Context: an optimization exercise on an open-source flow, tuned for small area, a short achievable clock period and few clock cycles. The choices shown serve that exercise and are no tape-out recipe.
At most, simulation tests tie the RTL to the original design; equivalence was not proved.
Power is estimated from default activity; no workload was simulated.

// day03p2_top
module day03p2_top (
    input  logic        clk_i,
    input  logic        rst_ni,
    input  logic [3:0]  digit_i,
    input  logic        eol_i,
    output logic [63:0] result_o,
    output logic        ready_o
);
logic [11:0][3:0] s_q, s_d;
logic [11:0]      s_en;
logic [39:0] lo_q;        
logic [23:0] hi_q, hi_d;  
logic [3:0]  d_q;         
logic        busy_q;      
logic        flush_q;     
logic [10:0] mb_q;        
logic        tg_q;        
logic        fin_q;       
logic        hold_q;      
logic        done_q;      
logic [6:0]  add_q;       
logic [9:0]  ma_q;        
logic        c_q;         
logic        dig, conv, nxt11;
logic [10:0] ms;
logic [11:1] lt, moved;
logic [47:0] r;
logic [39:0] a, b, y;
logic        co;
logic [3:0]  top;
logic [39:0] sum;
assign r     = s_q;
assign dig   = d_q != 4'd0;
assign conv  = busy_q;
assign nxt11 = mb_q[10];    
always_comb begin
    for (int i = 1; i < 12; i++) lt[i] = s_q[i] < s_q[i-1];
    moved[11] = lt[11];
    for (int i = 10; i >= 1; i--) moved[i] = moved[i+1] | lt[i];
    top = tg_q ? s_q[11] : 4'd0;
    for (int i = 0; i < 11; i++) ms[i] = mb_q[i] | done_q;
    for (int j = 0; j < 40; j++) begin
        a[j] = r[j] & ma_q[j/4];
        if (j >= 2) b[j] = (r[j-2] & mb_q[(j-2)/4]) | (lo_q[j] & add_q[1 + j/7]);
    end
    b[1] = top[2] | top[3] | (lo_q[1] & add_q[1]);
    b[0] = top[1] | top[3] | (lo_q[0] & add_q[1]);
end
bk_add #(.W(40)) u_add (.a(a), .b(b), .ci(top[3]), .y(y), .co(co));
assign sum = {y[38:0], top[0]};
inc_late #(.W(24)) u_inc (.a(hi_q), .ci(c_q), .y(hi_d));
always_comb begin
    s_d[0] = conv ? sum[3:0] : d_q;
    for (int i = 1; i < 12; i++)
        s_d[i] = (i < 10 ? sum[4*i +: 4] : 4'd0) | (ms[i-1] ? 4'd0 : s_q[i-1]);
    s_en[0] = (conv & ~hold_q) | (dig & (moved[1] | (d_q > s_q[0])));
    for (int i = 1; i < 12; i++) s_en[i] = (conv & ~hold_q) | (dig & moved[i]);
end
  ...
For scale: ~150 flip-flops.
clock: 8.0 ns
lec_check: 0
cap_margin: 20
core_margin: 2
core_utilization: 40
cts_buf_list: sky130_fd_sc_hd__clkbuf_4 sky130_fd_sc_hd__clkbuf_8
cts_cluster_diameter: 100
cts_cluster_size: 30
setup_slack_margin: 4.25
slew_margin: 20
standard.sh (not shown) runs the stock make flow with config.mk's settings and CLKGATE_MAP_FILE= SYNTH_SCRIPT=/design/flow/synth_recipe.tcl, a recipe that flattens the netlist after the stock synthesis.
==> flow/flow/run.sh <==
#!/bin/bash
set -euo pipefail
export BUFFER_PORTS_ARGS="-buffer_cell sky130_fd_sc_hd__buf_1"
bash standard.sh finish > standard_flow.log 2>&1
Then changed:
==> flow/run.sh (new file) <==
#!/bin/bash
# synth_recipe.tcl (not shown) runs the flow's synth.tcl, then flattens the netlist and writes it again
# the make line also repeats each setting of config.mk as NAME=value (left out here)
make -C /OpenROAD-flow-scripts/flow DESIGN_CONFIG=/design/flow/config.mk WORK_HOME=/design/flow/orfs CLKGATE_MAP_FILE= SYNTH_SCRIPT=/design/flow/synth_recipe.tcl finish
- SETUP_SLACK_MARGIN: 4.25 -> 4.5
removed: flow/flow/run.sh
removed: flow/standard.sh
Result:
- The new run passed the timing, DRC and antenna checks
- power rose by 3.1%
- non-clock buffer count rose by 6
- design area rose by 5.7%
- register-to-register slack improved by 140 ps
- utilization rose by 2.6 points
- die area does not change
- global-route usage rose by 0.12 points
- worst hold slack improved by 14 ps
- combinational power rose by about 6%
- via count rose by 0.66%
- routed wire length rose by 0.55%
Function was not checked in any run of this note: the RTL went through the layout flow alone.

========
Another version of the RTL of day03p2_top (not shown whole).
For scale: roughly 790 cells after synthesis, ~72 I/O pins.
make LEC_CHECK=0 CAP_MARGIN=20 CORE_MARGIN=2 CORE_UTILIZATION=40 SETUP_SLACK_MARGIN=4.5 SLEW_MARGIN=20 finish   # period 8.0 ns
run.sh (not shown) runs the stock make flow with config.mk's settings and CLKGATE_MAP_FILE= SYNTH_SCRIPT=/design/flow/synth_recipe.tcl, a recipe that flattens the netlist after the stock synthesis.
Stock flow here: none of the scripts above is used.
Testbench counts at the start, summed over its fixed seeds: cycles 55,312.
Rerun with:
Settings changed: CTS_BUF_LIST set to sky130_fd_sc_hd__clkbuf_4 sky130_fd_sc_hd__clkbuf_8, CTS_CLUSTER_DIAMETER set to 100, CTS_CLUSTER_SIZE set to 30.
- utilization decreases by 0.62 points
- setup slack gets better by 61 ps
- via count decreases by 0.92%
- power went down by 4.8%

========
== main ==
Another version of the RTL of day03p2_top (not shown whole).
Size: ~140 flip-flops, ~72 I/O pins.
export LEC_CHECK = 0
export CAP_MARGIN = 20
export CORE_MARGIN = 2
export CORE_UTILIZATION = 40
export SLEW_MARGIN = 20
create_clock -name core_clock -period 8.0 [get_ports {clk_i}]
The inputs of the feature branch differ from those of main as listed below.
diff --git a/flow/config.mk b/flow/config.mk
--- a/flow/config.mk
+++ b/flow/config.mk
@@ -10,2 +10,3 @@
 export CORE_UTILIZATION = 40
+export SETUP_SLACK_MARGIN = 4.5
 export SLEW_MARGIN = 20
## What came out
- The run showing the greater areal power density over the cells is the feature branch.
- The feature branch ended up with sky130_fd_sc_hd__dfrtp_4 as its critical-path cell with the highest stage delay; main ended up with sky130_fd_sc_hd__dfrtp_1.
- [compare] base=main new=the feature branch: routing usage on met2 increased by 2.3 points relative to the old numbers, non-clock buffer instance count of the final layout went up by about 70%, number of iterations in the first detailed-routing pass saw a decrease.
- Diff main -> the feature branch: sequential fraction of total cell area saw a decrease; worst slack at placement rose 150 ps; worst setup slack now larger; total internal power has increased.
- On routed wire length, main beats the feature branch.
Function was not checked in any run of this note: the RTL went through the layout flow alone.

========
Setup of rev 12:
day03p2_top, a different RTL version from the one above (not shown whole).
Size in the first run: roughly 780 cells after synthesis, ~130 flip-flops, roughly 72 I/O pins, about 8300 um^2 of cells after synthesis.
## day03p2_top
module day03p2_top (
    input  logic        clk_i,
    input  logic        rst_ni,
    input  logic [3:0]  digit_i,
    input  logic        eol_i,
    output logic [63:0] result_o,
    output logic        ready_o
);
logic [11:0][3:0] s_q, s_d;
logic [11:0]      s_en;
logic [39:0] lo_q;        
logic [23:0] hi_q, hi_d;  
logic [3:0]  d_q;         
logic        busy_q;      
logic        flush_q;     
logic [10:0] mb_q;        
logic        tg_q;        
logic        fin_q;       
logic        hold_q;      
logic        done_q;      
logic [3:0]  add_q;       
logic        c_q;         
logic        dig, conv, nxt11;
logic [10:0] ms;
logic [11:1] lt, moved;
logic [9:0]  ma;
logic [47:0] r;
logic [39:0] a, b, y;
logic        co;
logic [3:0]  top;
logic [39:0] sum;
assign r     = s_q;
assign dig   = d_q != 4'd0;
assign conv  = busy_q;
assign nxt11 = mb_q[10];    
always_comb begin
    for (int i = 1; i < 12; i++) lt[i] = s_q[i] < s_q[i-1];
    moved[11] = lt[11];
    for (int i = 10; i >= 1; i--) moved[i] = moved[i+1] | lt[i];
    top = tg_q ? s_q[11] : 4'd0;
    for (int i = 0; i < 10; i++) ma[i] = mb_q[i] | add_q[0];
    for (int i = 0; i < 11; i++) ms[i] = mb_q[i] | done_q;
    for (int j = 0; j < 40; j++) begin
        a[j] = r[j] & ma[j/4];
        if (j >= 2) b[j] = (r[j-2] & mb_q[(j-2)/4]) | (lo_q[j] & add_q[1 + j/14]);
    end
    b[1] = top[2] | top[3] | (lo_q[1] & add_q[1]);
    b[0] = top[1] | top[3] | (lo_q[0] & add_q[1]);
end
bk_add #(.W(40)) u_add (.a(a), .b(b), .ci(top[3]), .y(y), .co(co));
assign sum = {y[38:0], top[0]};
inc_late #(.W(24)) u_inc (.a(hi_q), .ci(c_q), .y(hi_d));
always_comb begin
    s_d[0] = conv ? sum[3:0] : d_q;
    for (int i = 1; i < 12; i++)
        s_d[i] = (i < 10 ? sum[4*i +: 4] : 4'd0) | (ms[i-1] ? 4'd0 : s_q[i-1]);
    s_en[0] = (conv & ~hold_q) | (dig & (moved[1] | (d_q > s_q[0])));
    for (int i = 1; i < 12; i++) s_en[i] = (conv & ~hold_q) | (dig & moved[i]);
end
always_ff @(posedge clk_i or negedge rst_ni) begin
    if (!rst_ni) begin
        hi_q    <= 24'd0;
        busy_q  <= 1'b1;
        flush_q <= 1'b1;
        mb_q    <= 11'd0;
        done_q  <= 1'b0;
        tg_q    <= 1'b1;
        fin_q   <= 1'b0;
  ...
Settings: LEC_CHECK=0, CAP_MARGIN=20, CORE_MARGIN=2, CORE_UTILIZATION=40, CTS_BUF_LIST=sky130_fd_sc_hd__clkbuf_4 sky130_fd_sc_hd__clkbuf_8, CTS_CLUSTER_DIAMETER=100, CTS_CLUSTER_SIZE=30, SETUP_SLACK_MARGIN=4, SLEW_MARGIN=20; clock period 8.0 ns.
standard.sh (not shown) runs the stock make flow with config.mk's settings and CLKGATE_MAP_FILE= SYNTH_SCRIPT=/design/flow/synth_recipe.tcl, a recipe that flattens the netlist after the stock synthesis.
==> flow/flow/run.sh <==
#!/bin/bash
set -euo pipefail
export BUFFER_PORTS_ARGS="-buffer_cell sky130_fd_sc_hd__buf_1"
bash standard.sh finish > standard_flow.log 2>&1
Testbench counts of rev 12, summed over its fixed seeds: cycles 55,312.
Edits applied to the flow inputs when going from rev 12 to rev 13:
- swapping 4 for 4.25 in SETUP_SLACK_MARGIN
- swapping 40 for 30 in CORE_UTILIZATION
==> comparison <==
The final non-filler cell total of rev 13 exceeds that of rev 12 by about 9%. Number of vias per cell (rev 13 over rev 12): decrease, 0.39. Cmp rev 13 and rev 12 / relative contribution of sequential cells to total power / lower: rev 12. Die area came out higher on rev 13 than on rev 12. Rev 12 → rev 13: synthesis-to-layout area growth picked up an extra 2.1 points; power after layout picked up an extra 22 uW; switching share of power lost 1.0 points. Rev 13 vs. rev 12: number of max-capacitance violations reported level, floorplan row count moved up, synthesized flop and latch total level.

-- static timing again, ports no longer ideal --
The flow's constraints put no driver on any port. The routed layouts listed below were extracted and timed again, unchanged, in two steps. Step 1 assumes that a clkbuf_16 drives the clock port and a buf_2 every other input. Step 2 times the ports against the registers' clock, not the clock port: input delays grow and output delays shrink by t, the midpoint of the rising clock arrivals with the driver on. Slacks: ideal / step 1 / step 2; pairs: ideal / step 1.
run	shift t [ns]	setup WS [ns]	worst register clock-pin slew, ns	worst data-port slew with drivers (ns)
the first run of note 1	0.488	4.479 / 4.479 / 4.479	0.09 / 0.09	0.03
the second run of note 1	0.502	4.623 / 4.596 / 4.623	0.09 / 0.09	0.03
the first run of note 2	0.472	4.531 / 4.531 / 4.531	0.07 / 0.07	0.03
the second run of note 2	0.493	4.591 / 4.591 / 4.591	0.09 / 0.09	0.03
main	0.464	3.047 / 3.047 / 3.047	0.06 / 0.06	0.04
the feature branch	0.472	4.252 / 4.252 / 4.252	0.07 / 0.07	0.04
rev 12	0.497	4.353 / 4.353 / 4.353	0.10 / 0.10	0.03
rev 13	0.492	4.483 / 4.483 / 4.483	0.08 / 0.08	0.04
After both steps every run listed still meets setup and hold.
